This is an optimization exercise on Yosys and OpenROAD, whose aim is small area, not a production implementation.
In this exercise RTL edits were held to simulation tests only and were not proved equivalent to the original.
The clock input has no modelled driver; a real chip could not lean on it and would need a root buffer or a full tree.
Power figures rest on the tool's default switching activity, not on a simulated workload.

Design i2s, start of the top module:
module i2s(
    input               rst_i,
    input               lrck_i,
    input               bck_i,
    input               data_i,
    output              sync,
    output              sync2,
    output              sdo,
    output              sdo1,
    output              sdo2,
    output              sdo3
);
reg         lr;          
reg         rmode;       
reg [4:0]   cnt;
reg [8:0]   dl;          
reg [15:0]  ra;
reg [15:0]  rb;
wire        start = lrck_i ^ lr;
wire        data  = cnt[4];
wire [3:0]  m     = cnt[3:0];
function automatic mor2(input [1:0] v, input s);
    mor2 = s ? v[1] : (v[1] | v[0]);
endfunction
function automatic mor4(input [3:0] v, input [1:0] s);
    mor4 = s[1] ? mor2(v[3:2], s[0]) : ((|v[3:2]) | mor2(v[1:0], s[0]));
endfunction
function automatic mor8(input [7:0] v, input [2:0] s);
    mor8 = s[2] ? mor4(v[7:4], s[1:0]) : ((|v[7:4]) | mor4(v[3:0], s[1:0]));
endfunction
function automatic mor16(input [15:0] v, input [3:0] s);
    mor16 = s[3] ? mor8(v[15:8], s[2:0]) : ((|v[15:8]) | mor8(v[7:0], s[2:0]));
endfunction
wire        nza = mor16({1'b0, ra[14:0]}, m);
wire        nzb = mor16({1'b0, rb[14:0]}, m);
wire        din = dl[8] ^ (m == 4'd0);
wire        ra_in = !rmode & (lr ? din : ra[15]);
wire        rb_in = !rmode & (lr ? rb[15] : din);
always @(posedge bck_i) begin
    lr <= lrck_i;
    dl <= {dl[7:0], data_i};
    if (!rst_i) begin
        cnt <= 5'd7;
        rmode <= 1'b1;
    end else if (start) begin
        cnt <= 5'd7;
        rmode <= 1'b0;
    end else if (cnt != 5'd0) begin
        cnt <= cnt + 5'd1;
    end
    if (data) begin
        ra <= {ra[14:0], ra_in};
        rb <= {rb[14:0], rb_in};
    end
end
wire        hdr = rmode ? (cnt == 5'd27 || cnt == 5'd28)
                        : (cnt == 5'd12 || (cnt == 5'd15 && !lr));
wire        den = !rmode & data;
assign sync  = (cnt == 5'd0);
assign sync2 = sync;
assign sdo   = hdr | (den & ra[15]);
assign sdo1  = hdr | (den & (ra[15] ^ nza));
assign sdo2  = hdr | (den & rb[15]);
assign sdo3  = hdr | (den & (rb[15] ^ nzb));
endmodule
clock: 10.0 ns
lec_check: 0
cap_margin: 20
core_margin: 2
core_utilization: 80
gpl_timing_driven: 0
slew_margin: 20
standard.sh (not shown) runs the stock make flow with config.mk's settings and CLKGATE_MAP_FILE= SYNTH_SCRIPT=/design/flow/synth_recipe.tcl, a recipe that flattens the netlist after the stock synthesis.
==> flow/flow/run.sh <==
#!/bin/bash
# Own layout flow: the standard flow (standard.sh), with
#  - the standard synthesis, whose combinational logic is then mapped again
#    for area (flow/resyn.sh; flip-flops, their names and cell types kept),
#  - buf_1 port buffers instead of the default cell,
#  - a hand-made clock buffering (flow/pre_cts.tcl) in place of TritonCTS.
# Each tool's output goes to a log file in the work folder.
set -euo pipefail
work=$(pwd)
res=$work/orfs/results/$FLOW_PLATFORM/i2s/base
bash standard.sh synth > log_standard_synth.log 2>&1
cp "$res/1_2_yosys.v" "$work/standard_1_2_yosys.v"
bash flow/resyn.sh "$work/standard_1_2_yosys.v" "$work/resyn.v" > log_resyn.log 2>&1
cp "$work/resyn.v" "$res/1_2_yosys.v"
rm -f "$res/1_synth.odb"
bash standard.sh \
  "BUFFER_PORTS_ARGS=-buffer_cell sky130_fd_sc_hd__buf_1" \
  "PRE_CTS_TCL=$work/flow/pre_cts.tcl" \
  finish > log_standard_layout.log 2>&1
==> flow/flow/clkbuf.tcl <==
# Clock buffering for a small design: the clock port drives a few buffers,
# one per group of flip-flops (groups split by position), each buffer placed
# at its group's centre.
proc split_groups { items n } {
  # items: list of {x y obj}; split into n groups (n = 1, 2, 3, 4, 6, 8)
  if { $n <= 1 } { return [list $items] }
  set xs [lmap i $items {lindex $i 0}]
  set ys [lmap i $items {lindex $i 1}]
  set w [expr {[tcl::mathfunc::max {*}$xs] - [tcl::mathfunc::min {*}$xs]}]
  set h [expr {[tcl::mathfunc::max {*}$ys] - [tcl::mathfunc::min {*}$ys]}]
  set axis [expr {$w >= $h ? 0 : 1}]
  set sorted [lsort -integer -index $axis $items]
  set na [expr {$n / 2}]
  set nb [expr {$n - $na}]
  set cut [expr {int(round([llength $sorted] * double($na) / $n))}]
  return [concat [split_groups [lrange $sorted 0 [expr {$cut - 1}]] $na] \
                 [split_groups [lrange $sorted $cut end] $nb]]
}

proc my_clock_buffers { clk_port buf_cell n } {
  set block [ord::get_db_block]
  set clknet [[$block findBTerm $clk_port] getNet]
  set master [[ord::get_db] findMaster $buf_cell]
  set items {}
  foreach it [$clknet getITerms] {
    set inst [$it getInst]
    set bb [$inst getBBox]
    lappend items [list [expr {([$bb xMin] + [$bb xMax]) / 2}] [expr {([$bb yMin] + [$bb yMax]) / 2}] $it]
  }
  set i 0
  foreach grp [split_groups $items $n] {
    set net [odb::dbNet_create $block "clknet_leaf_$i"]
    $net setSigType CLOCK
    set b [odb::dbInst_create $block $master "clkbuf_leaf_$i"]
    set sx 0
    set sy 0
    foreach g $grp {
      set it [lindex $g 2]
      $it disconnect
      $it connect $net
      incr sx [lindex $g 0]
      incr sy [lindex $g 1]
    }
    set k [llength $grp]
    $b setLocation [expr {$sx / $k}] [expr {$sy / $k}]
    $b setPlacementStatus PLACED
    [$b findITerm A] connect $clknet
    [$b findITerm X] connect $net
    puts "clkbuf_leaf_$i: $buf_cell drives $k sinks"
    incr i
  }
}
==> flow/flow/pre_cts.tcl <==
# PRE_CTS hook: buffer the clock by hand (see clkbuf.tcl) and skip TritonCTS,
# which for this small design builds a two-level tree of five buffers.
source [file join [file dirname [info script]] clkbuf.tcl]
my_clock_buffers bck_i sky130_fd_sc_hd__clkbuf_4 4
proc clock_tree_synthesis { args } {
  puts "clock_tree_synthesis skipped: the clock is buffered by pre_cts.tcl"
}
==> flow/flow/resyn.sh <==
#!/bin/bash
# Re-maps the combinational logic of the standard synthesis netlist ($1) with
# an area-oriented ABC script and writes the result to $2. The flip-flops are
# kept as they are (same instances, names and cell types); every other cell is
# read as its liberty function and mapped again. Several ABC scripts are tried
# and the smallest result is kept.
set -euo pipefail
in=$1
out=$2
lib=$FLOW_HOME/platforms/sky130hd/lib/sky130_fd_sc_hd__tt_025C_1v80.lib
# the platform's don't-use cells (all lpflow and probe cells) stay out
dont_use=$(grep -o 'cell *( *"sky130_fd_sc_hd__\(lpflow\|probe\)[a-z0-9_]*"' "$lib" | grep -o 'sky130_fd_sc_hd__[a-z0-9_]*' | sed 's/^/-dont_use /' | tr '\n' ' ')
flops=$(grep -o 'sky130_fd_sc_hd__[a-z0-9]*df[a-z0-9]*_[0-9]*' "$in" | sort -u | tr '\n' ' ')
scripts=(
  "strash; dc2; dch -f; amap; topo"
  "strash; dch; amap; topo"
  "strash; dch; amap; strash; dch; amap; topo"
  "strash; drw; drf; dch -f; amap; topo"
  "strash; rewrite; refactor; dch -f; amap; topo"
  "strash; dch -f; amap; mfs2 -a; strash; dch -f; amap; topo"
  "strash; balance; dc2; dch -f; amap; topo"
  "strash; irw; dc2; dch -f; amap; topo"
)
best=""
best_area=""
i=0
for s in "${scripts[@]}"; do
  echo "$s" | tr ';' '\n' > resyn_$i.abc
  cat > resyn_$i.ys <<EOY
read_liberty -ignore_miss_func $lib
read_verilog $in
hierarchy -top $FLOW_TOP
blackbox $flops
flatten
rename -hide w:*.* w:_*
opt_clean -purge
abc -liberty $lib $dont_use -script resyn_$i.abc
opt_clean -purge
hilomap -singleton -hicell sky130_fd_sc_hd__conb_1 HI -locell sky130_fd_sc_hd__conb_1 LO
insbuf -buf sky130_fd_sc_hd__buf_4 A X
splitnets
opt_clean -purge
select $FLOW_TOP
write_verilog -noattr -nohex -nodec -selected resyn_$i.v
tee -o resyn_$i.stat stat -liberty $lib
EOY
  yosys -q resyn_$i.ys > resyn_$i.log 2>&1
  area=$(grep -o "Chip area for module.*: [0-9.]*" resyn_$i.stat | awk '{print $NF}')
  echo "script $i ($s): area $area"
  if [[ -z "$best_area" ]] || awk "BEGIN{exit !($area < $best_area)}"; then
    best=$i
    best_area=$area
  fi
  i=$((i + 1))
done
echo "kept script $best: area $best_area"
# the flip-flops must be the same instances, and no don't-use cell may appear
regs() { grep -o "sky130_fd_sc_hd__[a-z0-9]*df[a-z0-9]*_[0-9]* *[^ (]*" "$1" | sort; }
if [[ "$(regs "$in")" != "$(regs resyn_$best.v)" ]]; then
  echo "flip-flops differ" >&2
  exit 1
fi
if grep -q 'sky130_fd_sc_hd__\(lpflow\|probe\)' resyn_$best.v; then
  echo "don't-use cell in the result" >&2
  exit 1
fi
cp resyn_$best.v "$out"
==> next run, changes <==
==> flow/flow/clkbuf.tcl (replaced) <==
# Clock buffering for a small design: the clock port drives a few buffers,
# one per group of flip-flops, each buffer placed at its group's centre. The
# groups come from splitting the flip-flops by position in turn along the
# longer side, in proportion to each buffer's weight (its share of the sinks).

# items: list of {x y obj}; bufs: list of {cell weight}. Returns a list of
# {cell items} pairs.
proc split_groups { items bufs } {
  if { [llength $bufs] <= 1 } { return [list [list [lindex $bufs 0 0] $items]] }
  set xs [lmap i $items {lindex $i 0}]
  set ys [lmap i $items {lindex $i 1}]
  set w [expr {[tcl::mathfunc::max {*}$xs] - [tcl::mathfunc::min {*}$xs]}]
  set h [expr {[tcl::mathfunc::max {*}$ys] - [tcl::mathfunc::min {*}$ys]}]
  set axis [expr {$w >= $h ? 0 : 1}]
  set sorted [lsort -integer -index $axis $items]
  set nb [llength $bufs]
  set half [expr {$nb / 2}]
  set ba [lrange $bufs 0 [expr {$half - 1}]]
  set bb [lrange $bufs $half end]
  set wa 0.0
  foreach b $ba { set wa [expr {$wa + [lindex $b 1]}] }
  set wt $wa
  foreach b $bb { set wt [expr {$wt + [lindex $b 1]}] }
  set cut [expr {int(round([llength $sorted] * $wa / $wt))}]
  return [concat [split_groups [lrange $sorted 0 [expr {$cut - 1}]] $ba] \
                 [split_groups [lrange $sorted $cut end] $bb]]
}

proc my_clock_buffers { clk_port bufs } {
  set block [ord::get_db_block]
  set clknet [[$block findBTerm $clk_port] getNet]
  set items {}
  foreach it [$clknet getITerms] {
    set inst [$it getInst]
    set bb [$inst getBBox]
    lappend items [list [expr {([$bb xMin] + [$bb xMax]) / 2}] [expr {([$bb yMin] + [$bb yMax]) / 2}] $it]
  }
  set i 0
  foreach grp [split_groups $items $bufs] {
    lassign $grp cell members
    set master [[ord::get_db] findMaster $cell]
    set net [odb::dbNet_create $block "clknet_leaf_$i"]
    $net setSigType CLOCK
    set b [odb::dbInst_create $block $master "clkbuf_leaf_$i"]
    set sx 0
    set sy 0
    foreach g $members {
      set it [lindex $g 2]
      $it disconnect
      $it connect $net
      incr sx [lindex $g 0]
      incr sy [lindex $g 1]
    }
    set k [llength $members]
    $b setLocation [expr {$sx / $k}] [expr {$sy / $k}]
    $b setPlacementStatus PLACED
    [$b findITerm A] connect $clknet
    [$b findITerm X] connect $net
    puts "clkbuf_leaf_$i: $cell drives $k sinks"
    incr i
  }
}
==> flow/flow/pre_cts.tcl (replaced) <==
# PRE_CTS hook: buffer the clock by hand (see clkbuf.tcl) and skip TritonCTS,
# which for this small design builds a two-level tree of five buffers.
source [file join [file dirname [info script]] clkbuf.tcl]
my_clock_buffers bck_i {
  {sky130_fd_sc_hd__clkbuf_8 1.8}
  {sky130_fd_sc_hd__clkbuf_4 1.0}
  {sky130_fd_sc_hd__clkbuf_4 1.0}
  {sky130_fd_sc_hd__clkbuf_4 1.0}
}
proc clock_tree_synthesis { args } {
  puts "clock_tree_synthesis skipped: the clock is buffered by pre_cts.tcl"
}
--- a/flow/config.mk
+++ b/flow/config.mk
@@ -7,6 +7,5 @@
 export LEC_CHECK = 0
 export CAP_MARGIN = 20
-export CORE_MARGIN = 2
-export CORE_UTILIZATION = 80
-export GPL_TIMING_DRIVEN = 0
+export CORE_AREA = 2.3 2.72 61.64 59.84
+export DIE_AREA = 0 0 64 64
 export SLEW_MARGIN = 20
Sequential share of layout area decreases by 1.2 points.
Clock skew decreases by 4.8 ps.
Synthesized cell count does not change.
Global-route usage decreases by 16 points.
Final cell count increases by roughly a tenth.
Total power increases slightly.
Worst setup slack gains 390 ps.
Worst hold slack barely changes.
Cell area increases slightly.
Sequential power stays flat.
Utilization decreases by 37 points.
==> next run, changes <==
==> flow/flow/clkbuf.tcl (replaced) <==
# Clock buffering for a small design: the clock port drives a few buffers,
# one per group of flip-flops (groups split by position), each buffer placed
# at its group's centre.
proc split_groups { items n } {
  # items: list of {x y obj}; split into n groups (n = 1, 2, 3, 4, 6, 8)
  if { $n <= 1 } { return [list $items] }
  set xs [lmap i $items {lindex $i 0}]
  set ys [lmap i $items {lindex $i 1}]
  set w [expr {[tcl::mathfunc::max {*}$xs] - [tcl::mathfunc::min {*}$xs]}]
  set h [expr {[tcl::mathfunc::max {*}$ys] - [tcl::mathfunc::min {*}$ys]}]
  set axis [expr {$w >= $h ? 0 : 1}]
  set sorted [lsort -integer -index $axis $items]
  set na [expr {$n / 2}]
  set nb [expr {$n - $na}]
  set cut [expr {int(round([llength $sorted] * double($na) / $n))}]
  return [concat [split_groups [lrange $sorted 0 [expr {$cut - 1}]] $na] \
                 [split_groups [lrange $sorted $cut end] $nb]]
}

proc my_clock_buffers { clk_port buf_cell n } {
  set block [ord::get_db_block]
  set clknet [[$block findBTerm $clk_port] getNet]
  set master [[ord::get_db] findMaster $buf_cell]
  set items {}
  foreach it [$clknet getITerms] {
    set inst [$it getInst]
    set bb [$inst getBBox]
    lappend items [list [expr {([$bb xMin] + [$bb xMax]) / 2}] [expr {([$bb yMin] + [$bb yMax]) / 2}] $it]
  }
  set i 0
  foreach grp [split_groups $items $n] {
    set net [odb::dbNet_create $block "clknet_leaf_$i"]
    $net setSigType CLOCK
    set b [odb::dbInst_create $block $master "clkbuf_leaf_$i"]
    set sx 0
    set sy 0
    foreach g $grp {
      set it [lindex $g 2]
      $it disconnect
      $it connect $net
      incr sx [lindex $g 0]
      incr sy [lindex $g 1]
    }
    set k [llength $grp]
    $b setLocation [expr {$sx / $k}] [expr {$sy / $k}]
    $b setPlacementStatus PLACED
    [$b findITerm A] connect $clknet
    [$b findITerm X] connect $net
    puts "clkbuf_leaf_$i: $buf_cell drives $k sinks"
    incr i
  }
}
==> flow/flow/pre_cts.tcl (replaced) <==
# PRE_CTS hook: buffer the clock by hand (see clkbuf.tcl) and skip TritonCTS,
# which for this small design builds a two-level tree of five buffers.
source [file join [file dirname [info script]] clkbuf.tcl]
my_clock_buffers bck_i sky130_fd_sc_hd__clkbuf_4 4
proc clock_tree_synthesis { args } {
  puts "clock_tree_synthesis skipped: the clock is buffered by pre_cts.tcl"
}
Effect: The new run ran to the end with no violations. Wire length went down slightly. Total power went down slightly. Utilization went down by 0.18 points. Global-route usage went down by 0.19 points. Design area went down slightly.
==> next run, changes <==
--- a/flow/flow/resyn.sh
+++ b/flow/flow/resyn.sh
@@ -9,16 +9,11 @@
 out=$2
 lib=$FLOW_HOME/platforms/sky130hd/lib/sky130_fd_sc_hd__tt_025C_1v80.lib
-# the platform's don't-use cells (all lpflow and probe cells) stay out
-dont_use=$(grep -o 'cell *( *"sky130_fd_sc_hd__\(lpflow\|probe\)[a-z0-9_]*"' "$lib" | grep -o 'sky130_fd_sc_hd__[a-z0-9_]*' | sed 's/^/-dont_use /' | tr '\n' ' ')
 flops=$(grep -o 'sky130_fd_sc_hd__[a-z0-9]*df[a-z0-9]*_[0-9]*' "$in" | sort -u | tr '\n' ' ')
 scripts=(
   "strash; dc2; dch -f; amap; topo"
   "strash; dch; amap; topo"
-  "strash; dch; amap; strash; dch; amap; topo"
-  "strash; drw; drf; dch -f; amap; topo"
-  "strash; rewrite; refactor; dch -f; amap; topo"
-  "strash; dch -f; amap; mfs2 -a; strash; dch -f; amap; topo"
   "strash; balance; dc2; dch -f; amap; topo"
   "strash; irw; dc2; dch -f; amap; topo"
+  "strash; dc2; dch -f; amap -m; topo"
 )
 best=""
@@ -35,5 +30,5 @@
 rename -hide w:*.* w:_*
 opt_clean -purge
-abc -liberty $lib $dont_use -script resyn_$i.abc
+abc -liberty $lib -script resyn_$i.abc
 opt_clean -purge
 hilomap -singleton -hicell sky130_fd_sc_hd__conb_1 HI -locell sky130_fd_sc_hd__conb_1 LO
@@ -55,13 +50,3 @@
 done
 echo "kept script $best: area $best_area"
-# the flip-flops must be the same instances, and no don't-use cell may appear
-regs() { grep -o "sky130_fd_sc_hd__[a-z0-9]*df[a-z0-9]*_[0-9]* *[^ (]*" "$1" | sort; }
-if [[ "$(regs "$in")" != "$(regs resyn_$best.v)" ]]; then
-  echo "flip-flops differ" >&2
-  exit 1
-fi
-if grep -q 'sky130_fd_sc_hd__\(lpflow\|probe\)' resyn_$best.v; then
-  echo "don't-use cell in the result" >&2
-  exit 1
-fi
 cp resyn_$best.v "$out"
--- a/flow/config.mk
+++ b/flow/config.mk
@@ -7,5 +7,5 @@
 export LEC_CHECK = 0
 export CAP_MARGIN = 20
-export CORE_AREA = 2.3 2.72 61.64 59.84
-export DIE_AREA = 0 0 64 64
+export CORE_MARGIN = 2
+export CORE_UTILIZATION = 70
 export SLEW_MARGIN = 20
Wire length grows by 19%.
Cell count shrinks by 10%.
Total power grows by 2.3%.
==> next run, changes <==
==> flow/flow/pre_cts.tcl (replaced) <==
# PRE_CTS hook: buffer the clock by hand (see clkbuf.tcl) and skip TritonCTS,
# which for this small design builds a two-level tree of five buffers.
source [file join [file dirname [info script]] clkbuf.tcl]
my_clock_buffers bck_i sky130_fd_sc_hd__clkbuf_8 3
proc clock_tree_synthesis { args } {
  puts "clock_tree_synthesis skipped: the clock is buffered by pre_cts.tcl"
}
--- a/flow/flow/resyn.sh
+++ b/flow/flow/resyn.sh
@@ -9,11 +9,16 @@
 out=$2
 lib=$FLOW_HOME/platforms/sky130hd/lib/sky130_fd_sc_hd__tt_025C_1v80.lib
+# the platform's don't-use cells (all lpflow and probe cells) stay out
+dont_use=$(grep -o 'cell *( *"sky130_fd_sc_hd__\(lpflow\|probe\)[a-z0-9_]*"' "$lib" | grep -o 'sky130_fd_sc_hd__[a-z0-9_]*' | sed 's/^/-dont_use /' | tr '\n' ' ')
 flops=$(grep -o 'sky130_fd_sc_hd__[a-z0-9]*df[a-z0-9]*_[0-9]*' "$in" | sort -u | tr '\n' ' ')
 scripts=(
   "strash; dc2; dch -f; amap; topo"
   "strash; dch; amap; topo"
+  "strash; dch; amap; strash; dch; amap; topo"
+  "strash; drw; drf; dch -f; amap; topo"
+  "strash; rewrite; refactor; dch -f; amap; topo"
+  "strash; dch -f; amap; mfs2 -a; strash; dch -f; amap; topo"
   "strash; balance; dc2; dch -f; amap; topo"
   "strash; irw; dc2; dch -f; amap; topo"
-  "strash; dc2; dch -f; amap -m; topo"
 )
 best=""
@@ -30,5 +35,5 @@
 rename -hide w:*.* w:_*
 opt_clean -purge
-abc -liberty $lib -script resyn_$i.abc
+abc -liberty $lib $dont_use -script resyn_$i.abc
 opt_clean -purge
 hilomap -singleton -hicell sky130_fd_sc_hd__conb_1 HI -locell sky130_fd_sc_hd__conb_1 LO
@@ -50,3 +55,13 @@
 done
 echo "kept script $best: area $best_area"
+# the flip-flops must be the same instances, and no don't-use cell may appear
+regs() { grep -o "sky130_fd_sc_hd__[a-z0-9]*df[a-z0-9]*_[0-9]* *[^ (]*" "$1" | sort; }
+if [[ "$(regs "$in")" != "$(regs resyn_$best.v)" ]]; then
+  echo "flip-flops differ" >&2
+  exit 1
+fi
+if grep -q 'sky130_fd_sc_hd__\(lpflow\|probe\)' resyn_$best.v; then
+  echo "don't-use cell in the result" >&2
+  exit 1
+fi
 cp resyn_$best.v "$out"
--- a/flow/config.mk
+++ b/flow/config.mk
@@ -7,5 +7,5 @@
 export LEC_CHECK = 0
 export CAP_MARGIN = 20
-export CORE_MARGIN = 2
-export CORE_UTILIZATION = 70
+export CORE_AREA = 2.3 2.72 61.64 59.84
+export DIE_AREA = 0 0 64 64
 export SLEW_MARGIN = 20
Effect:
- sequential power barely changes
- cell area increases by about 1.3%
- setup slack gets better by 240 ps
- utilization falls by 26 points
- wire length came out lower by 15%
- register-to-register slack gets better by 420 ps
- cell count went up by about 11%
In every run of this note, the design's own scripts or RTL, not TritonCTS, make the clock network.

==> separate check: timing with driven ports <==
The flow's constraints put no driver on any port. The routed layouts listed below were extracted and timed again, unchanged, in two steps. Step 1, drivers: a clkbuf_16 drives bck_i and a buf_2 each remaining input, both assumed. Step 2, shift: input delay + t, output delay - t, t = (earliest + latest rising clock arrival at the registers) / 2. This alone moves slack from input paths to output paths. a / b / c = no drivers / after step 1 / after step 2; a / b = the first two.
| run | shift t [ns] | setup slack, ns | hold WS [ns] | slew at the worst register clock pin (ns) |
|---|---|---|---|---|
| the first run | 0.208 | 5.372 / 5.331 / 5.539 | 0.337 / 0.337 / 0.337 | 0.11 / 0.11 |
| the second run | 0.206 | 5.765 / 5.717 / 5.923 | 0.339 / 0.339 / 0.339 | 0.10 / 0.10 |
| the third run | 0.213 | 5.740 / 5.697 / 5.910 | 0.340 / 0.340 / 0.340 | 0.12 / 0.12 |
| the fourth run | 0.209 | 5.537 / 5.495 / 5.704 | 0.344 / 0.343 / 0.343 | 0.11 / 0.11 |
| the fifth run | 0.194 | 5.776 / 5.732 / 5.925 | 0.336 / 0.336 / 0.336 | 0.10 / 0.10 |
After both steps setup and hold are still met in every run listed.
